What follows belongs to an exercise in optimizing a design on an open flow for small area and a short achievable clock period; a production flow would make more cautious choices. Function was checked by simulation only, so behaviour that the tests miss may differ from the original.

Design cordic_stream, start of the top module:
module cordic_stream (
  input  wire        clk,
  input  wire        rst,
  input  wire        in_valid,
  input  wire [15:0] x0,
  input  wire [15:0] y0,
  input  wire [15:0] z0,
  output wire        out_valid,
  output wire [15:0] out_x,
  output wire [15:0] out_y,
  output wire [15:0] out_z
);
For scale: roughly 590 flip-flops, ~100 I/O pins, roughly 30000 um2 of cells after synthesis.
==> flow/config.mk <==
export PLATFORM = sky130hd
export DESIGN_NAME = cordic_stream
export DESIGN_NICKNAME = cordic_stream
export VERILOG_FILES = /design/flow/design.v
export SDC_FILE = /design/flow/constraint.sdc
export NUM_CORES = 4
export LEC_CHECK = 0
export CAP_MARGIN = 20
export CORE_MARGIN = 2
export CORE_UTILIZATION = 40
export SETUP_SLACK_MARGIN = 3.0
export SLEW_MARGIN = 20
==> flow/constraint.sdc <==
create_clock -name core_clock -period 5.0 [get_ports {clk}]
set_input_delay 1.0000 -clock core_clock [delete_from_list [all_inputs] [get_ports {clk}]]
set_output_delay 1.0000 -clock core_clock [all_outputs]
set_load 0.01 [all_outputs]
standard.sh (not shown) runs the stock make flow with config.mk's settings and CLKGATE_MAP_FILE= SYNTH_SCRIPT=/design/flow/synth_recipe.tcl, a recipe that flattens the netlist after the stock synthesis.
==> flow/flow/run.sh <==
#!/bin/bash
# Layout flow: the standard flow (standard.sh) with two synthesis changes:
# Yosys's full-adder extraction is skipped (ADDER_MAP_FILE empty) and the
# final ABC mapping is area-oriented (flow/synth.tcl, flow/abc_map_area.script).
# Placement, CTS, timing repair and routing are the standard ones.
set -uo pipefail
here=$(pwd)
bash standard.sh SYNTH_SCRIPT="$here/flow/synth.tcl" ADDER_MAP_FILE= finish > "$here/flow_make.log" 2>&1
status=$?
exit $status
==> flow/flow/abc_map_area.script <==
strash
dch
map -a
topo
stime -c
buffer -c
upsize -c
dnsize -c
==> flow/flow/synth.tcl <==
set my_abc_script [file join [file dirname [file normalize [info script]]] abc_map_area.script]
proc abc {args} {
  set i [lsearch -exact $args -script]
  if {$i >= 0} { lset args [expr {$i + 1}] $::my_abc_script }
  puts "abc (area map): $args"
  yosys abc {*}$args
}
source [file join [file dirname [file dirname [file normalize [info script]]]] synth_recipe.tcl]
==> next run, changes <==
--- a/flow/flow/run.sh
+++ b/flow/flow/run.sh
@@ -3,2 +3,2 @@
-# Yosys's full-adder extraction is skipped (ADDER_MAP_FILE empty) and the
-# final ABC mapping is area-oriented (flow/synth.tcl, flow/abc_map_area.script).
+# Yosys's full-adder extraction is skipped (ADDER_MAP_FILE empty), and the
+# final ABC mapping uses flow/abc_map.script (see flow/synth.tcl).
@@ -5,0 +6,2 @@
+# The make output (all tools) goes to flow_make.log; ORFS keeps each
+# step's log under orfs/logs/.
@@ -9,2 +11 @@
-status=$?
-exit $status
+exit $?
==> flow/flow/abc_map.script (new file) <==
strash
dch -f
map -D 1500
topo
stime -c
buffer -c
upsize -c
dnsize -c
--- a/flow/flow/synth.tcl
+++ b/flow/flow/synth.tcl
@@ -1 +1 @@
-set my_abc_script [file join [file dirname [file normalize [info script]]] abc_map_area.script]
+set my_abc_script [file join [file dirname [file normalize [info script]]] abc_map.script]
@@ -5 +5 @@
-  puts "abc (area map): $args"
+  puts "abc (own script): $args"
Settings changed: CTS_CLUSTER_DIAMETER from default to 80, CTS_CLUSTER_SIZE from default to 30, SETUP_SLACK_MARGIN 3.0 to 2.8.
removed: flow/flow/abc_map_area.script
The changed run completed with no timing, DRC or antenna violations. Area after synthesis came out lower slightly. Design area decreases by roughly a tenth. Synthesized cell count drops by a few percent. Die area is lower slightly.
==> next run, changes <==
==> flow/flow/abc_map.script (replaced) <==
strash
dch
map -B 0.9
topo
stime -c
buffer -c
upsize -c
dnsize -c
Settings changed: CTS_CLUSTER_DIAMETER 80 to 60, CTS_CLUSTER_SIZE 30 to 20.
What happened:
- area after synthesis rises by roughly a tenth
- clock-buffer cell count rises by 26
- setup slack improved by 74 ps
- routed wire length rises by roughly a tenth
- final area rises by a few percent
- sequential cell count stays the same
- critical path depth falls by 8
==> next run, changes <==
==> flow/flow/abc_map.script (replaced) <==
strash
dch
map -D 1500
topo
stime -c
buffer -c
upsize -c
dnsize -c
Settings changed: CTS_CLUSTER_DIAMETER 60 to 80, CTS_CLUSTER_SIZE 20 to 30.
=> The new run produced a clean layout. Cell count falls by about 18%. Global-route usage falls by 1.1 points. Fmax falls by about 1%. Via count falls by 16%. Non-clock buffer count rises by 91. Worst setup slack got worse by 22 ps.
==> next run, changes <==
==> flow/flow/run.sh (replaced) <==
#!/bin/bash
# Layout flow: the standard flow (standard.sh) with these changes:
#  - synthesis skips Yosys's full-adder extraction (ADDER_MAP_FILE empty)
#    and maps with flow/abc_map.script (see flow/synth.tcl);
#  - every input and output port still gets its own buffer, but a plain
#    buf_4 (BUFFER_PORTS_ARGS) rather than the delay cell ORFS picks.
# Placement, CTS, timing repair and routing are the standard ones.
# The make output (all tools) goes to flow_make.log; ORFS keeps each
# step's log under orfs/logs/.
set -uo pipefail
here=$(pwd)
bash standard.sh SYNTH_SCRIPT="$here/flow/synth.tcl" ADDER_MAP_FILE= \
  "BUFFER_PORTS_ARGS=-buffer_cell sky130_fd_sc_hd__buf_4" finish > "$here/flow_make.log" 2>&1
exit $?
Settings changed: SETUP_SLACK_MARGIN 2.8 to 2.9.
Core utilization rose by 1.6 points.
Final area came out higher by a few percent.
Synthesized cell count does not change.

---

willow:
cordic_stream, a different RTL version from the one above (not shown whole).
For scale: ~100 I/O pins, about 33000 sq um of cells after synthesis.
Settings: LEC_CHECK=0, ABC_AREA=1, CAP_MARGIN=20, CORE_MARGIN=2, CORE_UTILIZATION=40, SETUP_SLACK_MARGIN=2.7, SLEW_MARGIN=20; clock period 5.0 ns.
run.sh (not shown) runs the stock make flow with config.mk's settings and CLKGATE_MAP_FILE= SYNTH_SCRIPT=/design/flow/synth_recipe.tcl, a recipe that flattens the netlist after the stock synthesis.
Stock flow here: none of the scripts above is used.
willow completed every stage of the flow, and the final layout passed the timing, design-rule and antenna checks.
Input-level comparison between maple and willow:
# willow
export LEC_CHECK = 0
export ABC_AREA = 1
export CAP_MARGIN = 20
export CORE_MARGIN = 2
export CORE_UTILIZATION = 40
export SETUP_SLACK_MARGIN = 2.7
export SLEW_MARGIN = 20
create_clock -name core_clock -period 5.0 [get_ports {clk}]
# maple
export LEC_CHECK = 0
export CAP_MARGIN = 20
export CORE_MARGIN = 2
export CORE_UTILIZATION = 55
export SETUP_SLACK_MARGIN = 2.4
export SLEW_MARGIN = 20
create_clock -name core_clock -period 5.0 [get_ports {clk}]
==> notes.md <==
- Every stage of the flow completed for maple, and the final layout passed the timing, design-rule and antenna checks.
- maple vs willow, detailed-routing wirelength on met1 went down by 7.7%.
- The commonest non-fill, non-tap cell in the layout comes out sky130_fd_sc_hd__nand2_1 in one run and sky130_fd_sc_hd__dfxtp_1 in the other, namely in willow and maple respectively.
- After detailed routing, willow needs more wire than maple.
- Core utilization in maple is 22 points above willow.
- Area after synthesis (higher): willow
- Die size: maple is under willow
- Of willow and maple, the lower effective utilization at floorplan belongs to willow.
Input changes introduced in nickel (baseline for comparison: maple):
# maple
export LEC_CHECK = 0
export CAP_MARGIN = 20
export CORE_MARGIN = 2
export CORE_UTILIZATION = 55
export SETUP_SLACK_MARGIN = 2.4
export SLEW_MARGIN = 20
create_clock -name core_clock -period 5.0 [get_ports {clk}]
# nickel
export LEC_CHECK = 0
export CAP_MARGIN = 20
export CORE_MARGIN = 2
export CORE_UTILIZATION = 40
export CTS_CLUSTER_DIAMETER = 60
export CTS_CLUSTER_SIZE = 20
export SETUP_SLACK_MARGIN = 2.4
export SLEW_MARGIN = 20
create_clock -name core_clock -period 5.0 [get_ports {clk}]
Cmp nickel and maple / multi-input gate share of total cell area / lower: maple
Going from maple to nickel, detailed-routing iteration count for the pre-antenna-repair pass decreased 1; number of buffers inserted by post-CTS setup repair now sits lower.
nickel against maple: clock skew higher; sum of routed wire length over all layers went down by 7.5%.
Between maple and nickel, the initial antenna violation count figures differ only marginally.
Against maple, count of standard-cell rows in nickel rose by more than 10%.
Input changes introduced in onyx (baseline for comparison: nickel):
# nickel
export LEC_CHECK = 0
export CAP_MARGIN = 20
export CORE_MARGIN = 2
export CORE_UTILIZATION = 40
export CTS_CLUSTER_DIAMETER = 60
export CTS_CLUSTER_SIZE = 20
export SETUP_SLACK_MARGIN = 2.4
export SLEW_MARGIN = 20
create_clock -name core_clock -period 5.0 [get_ports {clk}]
# onyx
export LEC_CHECK = 0
export CAP_MARGIN = 20
export CORE_MARGIN = 2
export CORE_UTILIZATION = 40
export SETUP_SLACK_MARGIN = 2.8
export SLEW_MARGIN = 20
create_clock -name core_clock -period 5.0 [get_ports {clk}]
==> flow/flow/run.sh (new file) <==
#!/bin/bash
# Layout flow: the standard flow (standard.sh) with two synthesis changes:
# Yosys's full-adder extraction is skipped (ADDER_MAP_FILE empty) and the
# final ABC mapping is area-oriented (flow/synth.tcl, flow/abc_map_area.script).
# Placement, CTS, timing repair and routing are the standard ones.
set -uo pipefail
here=$(pwd)
bash standard.sh SYNTH_SCRIPT="$here/flow/synth.tcl" ADDER_MAP_FILE= finish > "$here/flow_make.log" 2>&1
status=$?
exit $status
==> flow/flow/abc_map_area.script (new file) <==
strash
dch
map -a
topo
stime -c
buffer -c
upsize -c
dnsize -c
==> flow/flow/synth.tcl (new file) <==
set my_abc_script [file join [file dirname [file normalize [info script]]] abc_map_area.script]
proc abc {args} {
  set i [lsearch -exact $args -script]
  if {$i >= 0} { lset args [expr {$i + 1}] $::my_abc_script }
  puts "abc (area map): $args"
  yosys abc {*}$args
}
source [file join [file dirname [file dirname [file normalize [info script]]]] synth_recipe.tcl]
==> flow/standard.sh (new file) <==
#!/bin/bash
# synth_recipe.tcl (not shown) runs the flow's synth.tcl, then flattens the netlist and writes it again
# the make line also repeats each setting of config.mk as NAME=value (left out here)
make -C /OpenROAD-flow-scripts/flow DESIGN_CONFIG=/design/flow/config.mk WORK_HOME=/design/flow/orfs CLKGATE_MAP_FILE= SYNTH_SCRIPT=/design/flow/synth_recipe.tcl "${@:-finish}"
removed: flow/run.sh
==> comparison <==
- Cells: onyx has more instances than nickel
- Of the two values seen for critical path's slowest cell, sky130_fd_sc_hd__dfxtp_4 was produced by onyx and sky130_fd_sc_hd__o41ai_4 by nickel.
- Worst-skew pair later-pin latency: onyx vs nickel — no meaningful difference
- Diff nickel -> onyx | number of iterations in the first detailed-routing pass | increase of 1
- onyx: worst hold slack 0.0054 ns below nickel
- Of onyx and nickel, the lower tightest slew margin relative to the limit belongs to nickel.
- Taking nickel as the reference, in onyx post-route minimum period now smaller, sequential share of layout area down 4.9 points, post-CTS clock slew at the launch and capture registers of the worst setup and hold paths lost 0.02 ns.
- Post-place instance area in onyx vs nickel: up 1100 sq um
- Main combinational cell family by area after synthesis = adder cells: nickel; main combinational cell family by area after synthesis = simple AND/OR/NAND/NOR gates: onyx
- From nickel to onyx the numbers moved as follows: non-clock buffer total of the final layout grew by 87%.
The inputs of garnet differ from those of onyx as listed below.
# onyx
export LEC_CHECK = 0
export CAP_MARGIN = 20
export CORE_MARGIN = 2
export CORE_UTILIZATION = 40
export SETUP_SLACK_MARGIN = 2.8
export SLEW_MARGIN = 20
create_clock -name core_clock -period 5.0 [get_ports {clk}]
# garnet
export LEC_CHECK = 0
export CAP_MARGIN = 20
export CORE_MARGIN = 2
export CORE_UTILIZATION = 40
export SETUP_SLACK_MARGIN = 2.6
export SLEW_MARGIN = 20
create_clock -name core_clock -period 5.0 [get_ports {clk}]
--- outcome ---
- garnet ends up with lower worst setup slack than onyx does.
- Diff onyx -> garnet | post-cts repair resize count | down by more than half
- garnet vs. onyx: worst-skew pair later-pin latency shows an increase of 0.02 ns; worst slack on hold paths shows no meaningful change; sequential share of layout area shows an increase of 4.3 points.
- Of onyx and garnet, onyx shows the higher number of non-clock buffers, with garnet below it.
- | peak clock frequency supported by timing | onyx vs garnet | ≈ equal |

---

RTL: one of the versions met above, not the one the previous note started from.
For scale: ~3,800 cells after synthesis, about 590 flip-flops, ~100 I/O pins, about 0.029 sq mm of cells after synthesis.
Settings: LEC_CHECK=0, CAP_MARGIN=20, CORE_MARGIN=2, CORE_UTILIZATION=40, CTS_CLUSTER_DIAMETER=80, CTS_CLUSTER_SIZE=30, SETUP_SLACK_MARGIN=2.8, SLEW_MARGIN=20; clock period 5.0 ns.
standard.sh (not shown) runs the stock make flow with config.mk's settings and CLKGATE_MAP_FILE= SYNTH_SCRIPT=/design/flow/synth_recipe.tcl, a recipe that flattens the netlist after the stock synthesis.
==> flow/flow/run.sh <==
#!/bin/bash
# Layout flow: the standard flow (standard.sh) with these changes:
#  - synthesis skips Yosys's full-adder extraction (ADDER_MAP_FILE empty)
#    and maps with flow/abc_map.script (see flow/synth.tcl);
#  - every input and output port still gets its own buffer, but a plain
#    buf_4 (BUFFER_PORTS_ARGS) rather than the delay cell ORFS picks.
# Placement, CTS, timing repair and routing are the standard ones.
# The make output (all tools) goes to flow_make.log; ORFS keeps each
# step's log under orfs/logs/.
set -uo pipefail
here=$(pwd)
bash standard.sh SYNTH_SCRIPT="$here/flow/synth.tcl" ADDER_MAP_FILE= \
  "BUFFER_PORTS_ARGS=-buffer_cell sky130_fd_sc_hd__buf_4" finish > "$here/flow_make.log" 2>&1
exit $?
==> flow/flow/abc_map.script <==
strash
dch
map -D 1500
topo
stime -c
buffer -c
upsize -c
dnsize -c
==> flow/flow/synth.tcl <==
set my_abc_script [file join [file dirname [file normalize [info script]]] abc_map.script]
proc abc {args} {
  set i [lsearch -exact $args -script]
  if {$i >= 0} { lset args [expr {$i + 1}] $::my_abc_script }
  puts "abc (own script): $args"
  yosys abc {*}$args
}
source [file join [file dirname [file dirname [file normalize [info script]]]] synth_recipe.tcl]
The starting point ran to the end with no violations.
==> next run, changes <==
==> flow/flow/run.sh (replaced) <==
#!/bin/bash
# Layout flow: the standard flow (standard.sh) with two synthesis changes:
# Yosys's full-adder extraction is skipped (ADDER_MAP_FILE empty) and the
# final ABC mapping is area-oriented (flow/synth.tcl, flow/abc_map_area.script).
# Placement, CTS, timing repair and routing are the standard ones.
set -uo pipefail
here=$(pwd)
bash standard.sh SYNTH_SCRIPT="$here/flow/synth.tcl" ADDER_MAP_FILE= finish > "$here/flow_make.log" 2>&1
status=$?
exit $status
==> flow/flow/abc_map_area.script (new file) <==
strash
dch
map -B 0.9
topo
stime -c
buffer -c
upsize -c
dnsize -c
--- a/flow/flow/synth.tcl
+++ b/flow/flow/synth.tcl
@@ -1 +1 @@
-set my_abc_script [file join [file dirname [file normalize [info script]]] abc_map.script]
+set my_abc_script [file join [file dirname [file normalize [info script]]] abc_map_area.script]
@@ -5 +5 @@
-  puts "abc (own script): $args"
+  puts "abc (area map): $args"
CTS_CLUSTER_DIAMETER = not set   (was 80)
CTS_CLUSTER_SIZE = not set   (was 30)
removed: flow/flow/abc_map.script
After rerunning:
- worst hold slack is about the same
- synthesized cell count goes up by 28%

-- re-timing with driven ports --
How much do the figures lean on ideal ports? The routed layouts below were timed once more, with nothing changed but the port constraints. Step 1, drivers: a clkbuf_16 drives clk and a buf_2 each remaining input, both assumed. Step 2, shift: input delay + t, output delay - t, t = (earliest + latest rising clock arrival at the registers) / 2. This alone moves slack from input paths to output paths. Three values: ideal, step 1, step 2; two values: the first two.
run | t (ns) | setup slack, ns | worst register clock-pin slew, ns
the first run of note 1 | 0.649 | 2.817 / 2.817 / 2.817 | 0.06 / 0.06
the second run of note 1 | 0.676 | 2.783 / 2.783 / 2.783 | 0.11 / 0.11
the third run of note 1 | 0.689 | 2.856 / 2.793 / 2.966 | 0.08 / 0.08
the fourth run of note 1 | 0.623 | 2.834 / 2.787 / 2.834 | 0.11 / 0.11
the fifth run of note 1 | 0.635 | 2.829 / 2.829 / 2.829 | 0.11 / 0.11
willow | 0.656 | 2.722 / 2.722 / 2.112 | 0.06 / 0.06
maple | 0.671 | 2.217 / 2.217 / 1.560 | 0.07 / 0.07
nickel | 0.659 | 2.302 / 2.302 / 1.829 | 0.08 / 0.08
onyx | 0.673 | 2.604 / 2.604 / 1.969 | 0.07 / 0.07
garnet | 0.682 | 2.600 / 2.600 / 1.969 | 0.06 / 0.06
the first run of note 3 | 0.632 | 2.803 / 2.803 / 2.803 | 0.11 / 0.11
the second run of note 3 | 0.671 | 2.848 / 2.784 / 2.970 | 0.06 / 0.06
After both steps every run listed still meets setup and hold. For maple, which loses most, drivers alone change the setup slack by 0.000 ns; drivers and shift together by -0.657 ns.
